What follows belongs to an exercise in optimizing a design on an open flow for a short achievable clock period; a production flow would make more cautious choices. Function was checked by simulation only, so behaviour that the tests miss may differ from the original. Power is estimated from default activity; no workload was simulated.

## uartprobe
module uartprobe #(
    parameter [31:0] GPO_ON_RESET      = 32'hDEAD_BEEF,
    parameter [31:0] AXI_ADDR_ON_RESET = 32'b0
)(
input             clk,
input             m_aresetn,
input             rx_valid,
input      [ 7:0] rx_data,
output            rx_ready,
output            tx_valid,
output     [ 7:0] tx_data,
input             tx_ready,
output reg [31:0] gpo,
input      [31:0] gpi,
output     [31:0] m_axi_araddr,
input             m_axi_arready,
output     [ 2:0] m_axi_arsize,
output            m_axi_arvalid,
output     [31:0] m_axi_awaddr,
input             m_axi_awready,
output     [ 2:0] m_axi_awsize,
output            m_axi_awvalid,
output            m_axi_bready,
input      [ 1:0] m_axi_bresp,
input             m_axi_bvalid,
input      [31:0] m_axi_rdata,
output            m_axi_rready,
input      [ 1:0] m_axi_rresp,
input             m_axi_rvalid,
output reg [31:0] m_axi_wdata,
input             m_axi_wready,
output     [ 3:0] m_axi_wstrb,
output            m_axi_wvalid
);
reg         st_idle;
reg  [3:0]  st_gpo_rd;       
reg  [3:0]  st_gpo_wr;       
reg  [3:0]  st_adr_rd;       
reg  [3:0]  st_adr_wr;       
reg  [3:0]  st_dat_rd;       
reg  [3:0]  st_dat_wr;       
reg         st_rst_rd;       
reg         st_rct_wr;       
reg         st_wst_rd;       
reg         st_wct_wr;       
reg         st_rd;           
reg         st_wr;           
reg         tx_valid_q;      
reg  [31:0] st_gpi_rd;       
reg         rx_ready_r;      
reg         idle_rr;         
reg         wr_rr;           
reg  [ 7:0] tx_oth;          
reg         axi_rd_go;
reg         axi_wr_go;
reg         axi_wa_go;
reg  [31:0] axi_addr;        
reg  [31:0] addr_i;          
reg  [31:2] p4_q;            
reg  [31:0] axi_data;
reg         axi_ctrl_ae;
reg         axi_ctrl_rv;
reg         axi_ctrl_wv;
reg  [ 1:0] axi_ctrl_rr;
reg  [ 1:0] axi_ctrl_wr;
uartprobe_and2 u_rx_ready (.a(rx_ready_r), .b(rx_valid), .y(rx_ready));
  ...
For scale: about 1500 cells after synthesis, roughly 270 flip-flops, roughly 240 I/O pins, about 16000 um^2 of cells after synthesis.
make LEC_CHECK=0 ABC_CLOCK_PERIOD_IN_PS=1500 CAP_MARGIN=20 CORE_MARGIN=2 CORE_UTILIZATION=30 SETUP_SLACK_MARGIN=2.6 SLEW_MARGIN=20 SYNTH_HIERARCHICAL=1 finish   # period 4.5 ns
run.sh (not shown) runs the stock make flow with config.mk's settings and CLKGATE_MAP_FILE= SYNTH_SCRIPT=/design/flow/synth_recipe.tcl, a recipe that flattens the netlist after the stock synthesis.
The starting point went through all stages and came out clean.
Rerun with:
Settings changed: CORE_UTILIZATION 30 to 40.
The new run passed the timing, DRC and antenna checks.
Setup slack improves by 0.014 ns.
Clock power hardly moves.
Die area decreases by 25%.
Worst hold slack got worse by 0.010 ns.
Cell count drops by 6.3%.
Wire length falls by 2.9%.
Total power falls by 1.2%.
Sequential share of layout area increases by 0.62 points.
Clock skew hardly moves.
Cell area shrinks by 2.0%.
Count of clock-buffer cells in the layout shrinks by 4.

* * *

uartprobe, a different RTL version from the one above (not shown whole).
Size in the first run: ~240 I/O pins.
Settings: LEC_CHECK=0, ABC_CLOCK_PERIOD_IN_PS=1500, CAP_MARGIN=20, CORE_MARGIN=2, CORE_UTILIZATION=60, SETUP_SLACK_MARGIN=2.6, SLEW_MARGIN=20, SYNTH_HIERARCHICAL=1; clock period 4.5 ns.
Change:
Settings changed: CORE_UTILIZATION 60 to 40.
What happened: Synthesized cell count stays the same. Non-clock buffer count increases by 3. Routed wire length increases by about 2.5%. Worst setup slack improved by 0.029 ns. Clock-buffer cell count increases by 1. Critical path depth decreases by 7.

* * *

Another version of the RTL of uartprobe (not shown whole).
Size: ~1400 cells after synthesis.
// uartprobe
module uartprobe #(
    parameter [31:0] GPO_ON_RESET      = 32'hDEAD_BEEF,
    parameter [31:0] AXI_ADDR_ON_RESET = 32'b0
)(
input             clk,
input             m_aresetn,
input             rx_valid,
input      [ 7:0] rx_data,
output            rx_ready,
output            tx_valid,
output     [ 7:0] tx_data,
input             tx_ready,
output reg [31:0] gpo,
input      [31:0] gpi,
output     [31:0] m_axi_araddr,
input             m_axi_arready,
output     [ 2:0] m_axi_arsize,
output            m_axi_arvalid,
output     [31:0] m_axi_awaddr,
input             m_axi_awready,
output     [ 2:0] m_axi_awsize,
output            m_axi_awvalid,
output            m_axi_bready,
input      [ 1:0] m_axi_bresp,
input             m_axi_bvalid,
input      [31:0] m_axi_rdata,
output            m_axi_rready,
input      [ 1:0] m_axi_rresp,
input             m_axi_rvalid,
output reg [31:0] m_axi_wdata,
input             m_axi_wready,
output     [ 3:0] m_axi_wstrb,
output            m_axi_wvalid
);
reg         st_idle;
reg  [3:0]  st_gpo_rd;       
reg  [3:0]  st_gpo_wr;       
reg  [3:0]  st_adr_rd;       
reg  [3:0]  st_adr_wr;       
reg  [3:0]  st_dat_rd;       
reg  [3:0]  st_dat_wr;       
reg         st_rst_rd;       
reg         st_rct_wr;       
reg         st_wst_rd;       
reg         st_wct_wr;       
reg         st_rd;           
reg         st_wr;           
reg         tx_valid_q;      
  ...
Settings: LEC_CHECK=0, ABC_CLOCK_PERIOD_IN_PS=1500, CAP_MARGIN=20, CORE_MARGIN=2, CORE_UTILIZATION=40, SETUP_SLACK_MARGIN=2.35, SLEW_MARGIN=20, SYNTH_HIERARCHICAL=1; clock period 4.5 ns.
The starting point went through all stages and came out clean.
Next try:
SETUP_SLACK_MARGIN = 2.6   (was 2.35)
After rerunning: Hold slack is worse by 0.093 ns; utilization increases by 3.6 points; synthesized area stays the same; total power climbs by 3.9%; routed wire length came out higher by 9.9%; register-to-register slack improves by 0.02 ns; non-clock buffer count climbs by 80; via count came out higher by 4.8%; count of clock-buffer cells in the layout falls by 6; sequential cell count stays the same; sequential power stays flat.

==> separate check: timing with driven ports <==
The results above use ideal ports. As a check the final layouts listed here were re-extracted and re-timed, cells and wires unchanged.
Step 1, drivers: a clkbuf_16 drives clk and a buf_2 each remaining input, both assumed.
Step 2 times the ports against the registers' clock, not the clock port: input delays grow and output delays shrink by t, the midpoint of the rising clock arrivals with the driver on.
a / b / c = ideal ports / drivers / drivers and shift; a / b = the first two.
| run | t, ns | setup WS [ns] | cell pins on the clock port's net |
|---|---|---|---|
| the first run of note 1 | 0.643 | 2.160 / 2.126 / 1.611 | 1 |
| the second run of note 1 | 0.619 | 2.173 / 2.178 / 1.559 | 1 |
| the first run of note 2 | 0.564 | 2.173 / 2.173 / 1.784 | 1 |
| the second run of note 2 | 0.584 | 2.201 / 2.150 / 1.726 | 1 |
| the first run of note 3 | 0.640 | 2.218 / 2.173 / 1.735 | 1 |
| the second run of note 3 | 0.634 | 2.239 / 2.205 / 1.800 | 1 |
After both steps setup and hold are still met in every run listed. The setup slack of the second run of note 1, which loses most, moves by +0.005 ns with the drivers and by -0.614 ns with both steps.
